This design comes from an exercise in tuning for small area, a short achievable clock period and few clock cycles per item on the open sky130 flow, not from production work.
At most, simulation tests tie the RTL to the original design; equivalence was not proved.
Power and IR drop assume default switching activity.

## run 1
Design APB_Slave, start of the top module:
module APB_Slave#( parameter DWIDTH = 32, AWIDTH = 5)
(   input                                      PCLK,             
    input                                   PRESETn,             
    input                                     PSELx,             
    input                                   PENABLE,             
    input                        [AWIDTH-1:0] PADDR,             
    input                                    PWRITE,             
    input                       [DWIDTH-1:0] PWDATA,             
    output reg                  [DWIDTH-1:0] PRDATA,             
    output                                   PREADY,             
    output                                   PSLVERR             
);
    reg           [DWIDTH-1:0] mem_arr[2**AWIDTH-1:0];
always @(posedge PCLK)
begin
    if(PSELx && PENABLE && PWRITE)
        mem_arr[PADDR] <= PWDATA;
end
always @(posedge PCLK)
begin
    PRDATA <= mem_arr[PADDR];
end
    assign PREADY  = 1'b1;
    assign PSLVERR = 1'b0;
endmodule
Size: ~1100 flip-flops, about 76 I/O pins, ~0.040 mm² of cells after synthesis.
make LEC_CHECK=0 ABC_CLOCK_PERIOD_IN_PS=2000 CAP_MARGIN=20 CORE_MARGIN=2 CORE_UTILIZATION=40 CTS_CLUSTER_DIAMETER=100 CTS_CLUSTER_SIZE=30 SETUP_SLACK_MARGIN=3.0 SLEW_MARGIN=20 finish   # period 5.5 ns
run.sh (not shown) runs the stock make flow with config.mk's settings and CLKGATE_MAP_FILE= SYNTH_SCRIPT=/design/flow/synth_recipe.tcl, a recipe that flattens the netlist after the stock synthesis.
## Diff of input files: run 2 against run 1
Settings: CTS_CLUSTER_DIAMETER removed (was 100); CTS_CLUSTER_SIZE removed (was 30); SETUP_SLACK_MARGIN changed from 3.0 to 3.5.
--- outcome ---
- Compared to run 1, run 2 has share of total power consumed by net switching 0.69 points higher.
- Run 2: flow completed, timing, DRC and antenna clean
- Run 1 | status: complete | timing, DRC, antenna: pass
- Minimum clock period after layout on run 2 is down relative to run 1.
- [diff] setup slack, run 2 relative to run 1: improvement
- Run 2 ended up with dfxtp_4 as its worst-path cell with the longest stage delay; run 1 ended up with or4b_4.
- Compared with run 1, in run 2 part of the power in combinational logic saw an increase, sequential cell count saw little to no change, number of antenna violations at the first check in global routing saw a decrease, wire length of the first global-routing pass saw an increase, total detailed-routing wirelength saw an increase.
- Delta(highest cell delay on the worst timing path, run 2 - run 1) < 0
- Diff run 2..run 1 | area of the die | unchanged
- Routed wire length on met2 delta for run 2 relative to run 1: 8500 µm higher
diff inputs: run 2 => run 3
Settings: CTS_CLUSTER_SIZE newly set to 30; SETUP_SLACK_MARGIN changed from 3.5 to 3.3; CTS_CLUSTER_DIAMETER newly set to 100.
## What came out
Compared run 3 vs run 2, and average wire per standard cell is down in run 3. Run 2 -> run 3: net total in the final layout decreased by more than 10%. Comparing run 2 with run 3, the total area of sequential cells came out essentially unchanged. Compared to run 2, run 3 reaches a higher achievable clock. Compared run 3 vs run 2, and switching share of power is down in run 3.
The following lists how run 4 was set up differently from run 3:
Settings: changing SETUP_SLACK_MARGIN from 3.3 to 2.5; removing ABC_CLOCK_PERIOD_IN_PS (formerly 2000); removing CTS_CLUSTER_SIZE (formerly 30); removing CTS_CLUSTER_DIAMETER (formerly 100).
Findings:
- Changes observed in run 4 relative to run 3: met3 layer usage reported by global route moved up, part of the power in the clock network moved up, sequential share of layout area moved down.
- Compared with run 3, run 4 shows wire length of the first global-routing pass that has gone up slightly.
Input changes introduced in run 5 (baseline for comparison: run 4):
Settings: an added CTS_CLUSTER_SIZE of 30; an added CTS_CLUSTER_DIAMETER of 100.
## What came out
Run 5 ended with less part of the cycle the worst path needs than run 4. Run 5 ends up with a via count that is about 2.4% lower than in run 4. Run 5 does better than run 4 on total power. Run 5 went all the way through synthesis, placement and routing and the layout is clean on timing, DRC and antenna. Total routing usage reported by global routing: run 5 lower than run 4. Worst endpoint data arrival time: run 5 vs run 4 down 0.07 ns. NOTE: post-layout instance area in run 5 falls short of that of run 4. Diff run 4 -> run 5: CTS H-tree depth fell 1; fraction of standard cell area that is sequential rose 3.5 points; post-CTS setup-driven buffer insertion count fell 7.5%; multi-input gate area in the final layout about even.
No run of this note included a check of the RTL's function; only the layout flow was run.


juniper:
Another version of the RTL of APB_Slave (not shown whole).
For scale: about 2100 cells after synthesis, roughly 1100 flip-flops, about 38000 um2 of cells after synthesis.
Settings: LEC_CHECK=0, CAP_MARGIN=20, CORE_MARGIN=2, CORE_UTILIZATION=65, CTS_CLUSTER_DIAMETER=100, CTS_CLUSTER_SIZE=24, SETUP_SLACK_MARGIN=3.25, SLEW_MARGIN=20, SYNTH_HIERARCHICAL=1; clock period 5.5 ns.
juniper finished end to end and its layout was clean on timing, DRC and antenna.
Testbench counts of juniper, summed over its fixed seeds: cycles 8,184, transfers 4,096.
Input changes introduced in harbor (baseline for comparison: juniper):
# juniper
export LEC_CHECK = 0
export CAP_MARGIN = 20
export CORE_MARGIN = 2
export CORE_UTILIZATION = 65
export CTS_CLUSTER_DIAMETER = 100
export CTS_CLUSTER_SIZE = 24
export SETUP_SLACK_MARGIN = 3.25
export SLEW_MARGIN = 20
export SYNTH_HIERARCHICAL = 1
create_clock -name core_clock -period 5.5 [get_ports {PCLK}]
# harbor
export LEC_CHECK = 0
export CAP_MARGIN = 20
export CORE_MARGIN = 2
export CORE_UTILIZATION = 65
export CTS_CLUSTER_DIAMETER = 100
export CTS_CLUSTER_SIZE = 24
export GPL_ROUTABILITY_DRIVEN = 0
export SETUP_SLACK_MARGIN = 3.3
export SLEW_MARGIN = 20
export SYNTH_HIERARCHICAL = 1
create_clock -name core_clock -period 5.5 [get_ports {PCLK}]
[summary]
harbor has completed all stages; timing, DRC and antenna checks passed.
In the flow results for harbor and juniper, the estimated wirelength of the detail-placed design is larger on harbor.
harbor falls short of juniper in design area.
Compared with juniper, in harbor post-synthesis share of cell area spent on and, or, nand and nor gates has remained practically unchanged; cell area after placement has increased.
Edits applied to the flow inputs when going from harbor to indigo:
# harbor
export LEC_CHECK = 0
export CAP_MARGIN = 20
export CORE_MARGIN = 2
export CORE_UTILIZATION = 65
export CTS_CLUSTER_DIAMETER = 100
export CTS_CLUSTER_SIZE = 24
export GPL_ROUTABILITY_DRIVEN = 0
export SETUP_SLACK_MARGIN = 3.3
export SLEW_MARGIN = 20
export SYNTH_HIERARCHICAL = 1
create_clock -name core_clock -period 5.5 [get_ports {PCLK}]
# indigo
export LEC_CHECK = 0
export CAP_MARGIN = 20
export CORE_MARGIN = 2
export CORE_UTILIZATION = 65
export CTS_CLUSTER_DIAMETER = 100
export CTS_CLUSTER_SIZE = 24
export SETUP_SLACK_MARGIN = 3.35
export SLEW_MARGIN = 20
export SYNTH_HIERARCHICAL = 1
create_clock -name core_clock -period 5.5 [get_ports {PCLK}]
Notes after the runs:
Of the two values seen for beginning of the critical path, PADDR[1] was produced by indigo and PADDR[0] by harbor.
From harbor to indigo the numbers moved as follows: total leakage power roughly the same; internal power component decreased 0.052 mW.
The clock skew on harbor is in line with that on indigo.
Per the comparison of indigo with harbor, final hold slack saw a decrease, final core utilization saw little to no change, flip-flop and latch area saw little to no change.
As far as final non-filler cell area is concerned, indigo and harbor perform about the same.
The power of indigo was superior to that of harbor.
Modified inputs, yarrow compared to indigo
# indigo
export LEC_CHECK = 0
export CAP_MARGIN = 20
export CORE_MARGIN = 2
export CORE_UTILIZATION = 65
export CTS_CLUSTER_DIAMETER = 100
export CTS_CLUSTER_SIZE = 24
export SETUP_SLACK_MARGIN = 3.35
export SLEW_MARGIN = 20
export SYNTH_HIERARCHICAL = 1
create_clock -name core_clock -period 5.5 [get_ports {PCLK}]
# yarrow
export LEC_CHECK = 0
export CAP_MARGIN = 20
export CORE_MARGIN = 2
export CORE_UTILIZATION = 65
export CTS_CLUSTER_DIAMETER = 100
export CTS_CLUSTER_SIZE = 24
export PLACE_DENSITY = 0.8
export SETUP_SLACK_MARGIN = 3.3
export SLEW_MARGIN = 20
export SYNTH_HIERARCHICAL = 1
create_clock -name core_clock -period 5.5 [get_ports {PCLK}]
- On power share of the clock group, yarrow and indigo are neck and neck.
- Cmp yarrow vs indigo: clock-buffer cell count higher in yarrow
- Re utilization after layout: yarrow and indigo aren't equal, and the lower value belongs to yarrow.
Input-level comparison between pepper and yarrow:
# yarrow
export LEC_CHECK = 0
export CAP_MARGIN = 20
export CORE_MARGIN = 2
export CORE_UTILIZATION = 65
export CTS_CLUSTER_DIAMETER = 100
export CTS_CLUSTER_SIZE = 24
export PLACE_DENSITY = 0.8
export SETUP_SLACK_MARGIN = 3.3
export SLEW_MARGIN = 20
export SYNTH_HIERARCHICAL = 1
create_clock -name core_clock -period 5.5 [get_ports {PCLK}]
# pepper
export LEC_CHECK = 0
export CAP_MARGIN = 20
export CORE_ASPECT_RATIO = 0.75
export CORE_MARGIN = 2
export CORE_UTILIZATION = 65
export CTS_CLUSTER_DIAMETER = 100
export CTS_CLUSTER_SIZE = 24
export SETUP_SLACK_MARGIN = 3.3
export SLEW_MARGIN = 20
export SYNTH_HIERARCHICAL = 1
create_clock -name core_clock -period 5.5 [get_ports {PCLK}]
### Flow results
[compare] base=yarrow new=pepper: cell count stayed essentially flat, total chip power fell by about 0.43%.
Between yarrow and pepper, the difference in sequential standard cell area is negligible.
NOTE: length of routed met2 wiring in pepper falls short of that of yarrow
From yarrow to pepper the numbers moved as follows: post-detailed-placement half-perimeter wirelength climbed about 1.2%; final instance area dropped 0.45%; placeable core area dropped about 0.34%; aggregate global-route resource usage dropped 1.1 points.
Diff yarrow..pepper | final critical-path share of the clock period | negligible
Via density per instance: higher on yarrow


Starting RTL as in the previous note.
clock: 5.5 ns
lec_check: 0
cap_margin: 20
core_margin: 2
core_utilization: 65
cts_cluster_diameter: 60
cts_cluster_size: 30
setup_slack_margin: 3.3
slew_margin: 20
synth_hierarchical: 1
The starting point completed without violations.
Testbench counts at the start, summed over its fixed seeds: cycles 8,184, transfers 4,096.
Edit:
Settings changed: CORE_ASPECT_RATIO set to 1.33, CTS_CLUSTER_DIAMETER 60 to 100, CTS_CLUSTER_SIZE 30 to 24.
Effect: Flip-flop and latch count is unchanged. Worst setup slack stays flat. Non-clock buffer count went up by 12.
Edit:
Settings changed: CORE_ASPECT_RATIO 1.33 to unset, CTS_CLUSTER_DIAMETER 100 to 80, CTS_CLUSTER_SIZE 24 to 28.
Outcome: The changed run completed without violations; sequential share of layout area climbs by 0.67 points; first-iteration DRC count climbs by a few percent; power drops slightly; area after synthesis stays the same; setup slack gains 0.016 ns; utilization drops by 0.34 points; flip-flop and latch count is unchanged; maximum frequency climbs slightly.
Edit:
Settings changed: CTS_CLUSTER_DIAMETER 80 to 100, CTS_CLUSTER_SIZE 28 to 24.
Effect:
- The new run ran to the end with no violations
- utilization goes up by 0.41 points
- die area stays the same
- synthesized cell count stays the same
- final area grows by 0.55%
Edit:
Settings changed: CORE_UTILIZATION 65 to 60, SETUP_SLACK_MARGIN 3.3 to 3.4.
Via count came out lower slightly.
Sequential share of layout area decreases by 1.5 points.
Non-clock buffer count is higher by 41.
Wire length went down by a few percent.
Final area is higher by a few percent.
Utilization decreases by 4.6 points.
Synthesized area is unchanged.
Flip-flop and latch count stays the same.
Register-to-register slack stays flat.
Edit:
Settings changed: CAP_MARGIN 20 to 0, CORE_UTILIZATION 60 to 65, SETUP_SLACK_MARGIN 3.4 to 3.3, SLEW_MARGIN 20 to 0.
The changed run completed without violations.
Design area fell by 2.1%.
Wire length rose by 2.2%.
Clock skew stays flat.
Clock power rose by about 3%.
Critical path depth fell by 2.
Count of clock-buffer cells in the layout rose by 2.
Cell count fell by 3.6%.
Worst setup slack got worse by 0.025 ns.
Worst hold slack improved by 0.022 ns.
Fmax fell by 1.1%.
Die area fell by 7.6%.


Another version of the RTL of APB_Slave (not shown whole).
Size in the first run: roughly 1100 flip-flops, ~76 I/O pins, about 0.037 mm² of cells after synthesis.
==> flow/config.mk <==
export PLATFORM = sky130hd
export DESIGN_NAME = APB_Slave
export DESIGN_NICKNAME = APB_Slave
export VERILOG_FILES = /design/flow/design.v
export SDC_FILE = /design/flow/constraint.sdc
export NUM_CORES = 4
export LEC_CHECK = 0
export CAP_MARGIN = 20
export CORE_MARGIN = 2
export CORE_UTILIZATION = 72
export CTS_CLUSTER_DIAMETER = 100
export CTS_CLUSTER_SIZE = 24
export SETUP_SLACK_MARGIN = 3.3
export SLEW_MARGIN = 20
export SYNTH_HIERARCHICAL = 1
==> flow/constraint.sdc <==
create_clock -name core_clock -period 5.5 [get_ports {PCLK}]
set_input_delay 1.1000 -clock core_clock [delete_from_list [all_inputs] [get_ports {PCLK}]]
set_output_delay 1.1000 -clock core_clock [all_outputs]
set_load 0.01 [all_outputs]
The starting point went through all stages and came out clean.
Testbench counts at the start, summed over its fixed seeds: cycles 8,184, transfers 4,096.
Next try:
CORE_UTILIZATION = 80   (was 72)
SETUP_SLACK_MARGIN = 3.4   (was 3.3)
Result: The changed run never finished: it broke off in 4_1_cts on DPL-0033. Synthesized cell count is unchanged. Area after synthesis is unchanged.
Next try:
CORE_UTILIZATION = 65   (was 80)
SETUP_SLACK_MARGIN = 3.3   (was 3.4)
After rerunning: This time the run passed the timing, design-rule and antenna checks; synthesized area stays the same; synthesized cell count is unchanged.
Next try:
CORE_UTILIZATION = 55   (was 65)
PLACE_DENSITY = 0.75   (was default)
Outcome: The changed run finished with timing, DRC and antenna clean. Setup slack degrades by 0.086 ns. Area after synthesis is unchanged. Core utilization decreases by 9.9 points. Clock skew decreases by 0.0064 ns. Final area goes up by 2.3%. Wire length rose by 7.4%. Flip-flop and latch count stays the same. Sequential share of layout area came out lower by 1.6 points.
Next try:
CORE_UTILIZATION = 60   (was 55)
PLACE_DENSITY = default   (was 0.75)
SETUP_SLACK_MARGIN = 3.2   (was 3.3)
Final cell count decreases by 3.4%.
Global-route usage increases by 1.4 points.
Synthesized cell count stays the same.
Final area decreases by 2.2%.
Hold slack gains 0.0066 ns.
Core utilization increases by 4.5 points.
Sequential cell count is unchanged.
Clock-buffer cell count increases by 2.
Worst setup slack gains 0.026 ns.
Wire length decreases by 7.6%.
Next try:
CORE_UTILIZATION = 65   (was 60)
CTS_BUF_LIST = sky130_fd_sc_hd__clkbuf_8   (was default)
CTS_CLUSTER_DIAMETER = 60   (was 100)
CTS_CLUSTER_SIZE = 16   (was 24)
SETUP_SLACK_MARGIN = 3.3   (was 3.2)
First-iteration DRC count goes up by a quarter to a third.
Wire length goes up by a few percent.
Utilization goes up by 5.2 points.
Global-route usage goes up by 2.8 points.
Flip-flop and latch count stays the same.
Worst hold slack loses 0.014 ns.
Cell count goes up slightly.

## port drivers added, routing unchanged
The flow's constraints put no driver on any port. The routed layouts listed below were extracted and timed again, unchanged, in two steps.
Step 1: set_driving_cell puts a clkbuf_16 on PCLK and a buf_2 on each other input, an assumption about the parent block.
Step 2 also shifts input and output timing later by t, the mid clock arrival at the registers, as if the neighbouring blocks saw the same clock.
Three values: ideal, step 1, step 2; two values: the first two.
| run | t, ns | setup WS [ns] | worst hold slack (ns) | slew at the worst register clock pin (ns) | worst data-port slew with drivers (ns) |
|---|---|---|---|---|---|
| run 1 | 0.677 | 3.004 / 2.901 / 2.224 | 0.625 / 0.625 / 0.625 | 0.12 / 0.12 | 0.27 |
| run 2 | 0.744 | 3.200 / 3.051 / 2.307 | 0.638 / 0.638 / 0.638 | 0.07 / 0.07 | 0.37 |
| run 3 | 0.684 | 3.228 / 3.153 / 2.469 | 0.655 / 0.655 / 0.655 | 0.12 / 0.12 | 0.32 |
| run 4 | 0.738 | 2.470 / 2.473 / 1.735 | 0.656 / 0.656 / 0.656 | 0.06 / 0.06 | 0.19 |
| run 5 | 0.677 | 2.489 / 2.493 / 1.816 | 0.655 / 0.655 / 0.655 | 0.12 / 0.12 | 0.19 |
| juniper | 0.686 | 3.178 / 3.213 / 2.526 | 0.579 / 0.579 / 0.579 | 0.10 / 0.10 | 0.05 |
| harbor | 0.695 | 3.297 / 3.254 / 2.608 | 0.584 / 0.584 / 0.584 | 0.10 / 0.10 | 0.06 |
| indigo | 0.679 | 3.283 / 3.269 / 2.615 | 0.567 / 0.567 / 0.567 | 0.10 / 0.10 | 0.07 |
| yarrow | 0.683 | 3.246 / 3.233 / 2.550 | 0.605 / 0.605 / 0.605 | 0.10 / 0.10 | 0.08 |
| pepper | 0.677 | 3.244 / 3.264 / 2.592 | 0.591 / 0.591 / 0.591 | 0.10 / 0.10 | 0.05 |
| the first run of note 3 | 0.706 | 3.265 / 3.231 / 2.573 | 0.592 / 0.592 / 0.592 | 0.11 / 0.11 | 0.06 |
| the second run of note 3 | 0.683 | 3.268 / 3.262 / 2.620 | 0.595 / 0.595 / 0.595 | 0.10 / 0.10 | 0.04 |
| the third run of note 3 | 0.676 | 3.284 / 3.263 / 2.623 | 0.589 / 0.589 / 0.589 | 0.11 / 0.11 | 0.05 |
| the fourth run of note 3 | 0.695 | 3.297 / 3.254 / 2.608 | 0.584 / 0.584 / 0.584 | 0.10 / 0.10 | 0.06 |
| the fifth run of note 3 | 0.680 | 3.321 / 3.260 / 2.609 | 0.562 / 0.562 / 0.562 | 0.10 / 0.10 | 0.14 |
| the sixth run of note 3 | 0.695 | 3.297 / 3.254 / 2.608 | 0.584 / 0.584 / 0.584 | 0.10 / 0.10 | 0.06 |
| the first run of note 4 | 0.687 | 2.879 / 2.860 / 2.173 | 0.583 / 0.583 / 0.583 | 0.12 / 0.12 | 0.12 |
| the third run of note 4 | 0.692 | 3.217 / 3.194 / 2.503 | 0.569 / 0.569 / 0.569 | 0.10 / 0.10 | 0.12 |
| the fourth run of note 4 | 0.699 | 3.131 / 3.104 / 2.405 | 0.568 / 0.568 / 0.568 | 0.11 / 0.11 | 0.17 |
| the fifth run of note 4 | 0.685 | 3.157 / 3.168 / 2.511 | 0.574 / 0.574 / 0.574 | 0.10 / 0.10 | 0.07 |
| the sixth run of note 4 | 0.752 | 3.136 / 3.145 / 2.393 | 0.560 / 0.560 / 0.560 | 0.11 / 0.11 | 0.06 |
After both steps every run listed still meets setup and hold. For run 2, which loses most, drivers alone change the setup slack by -0.149 ns; drivers and shift together by -0.893 ns.
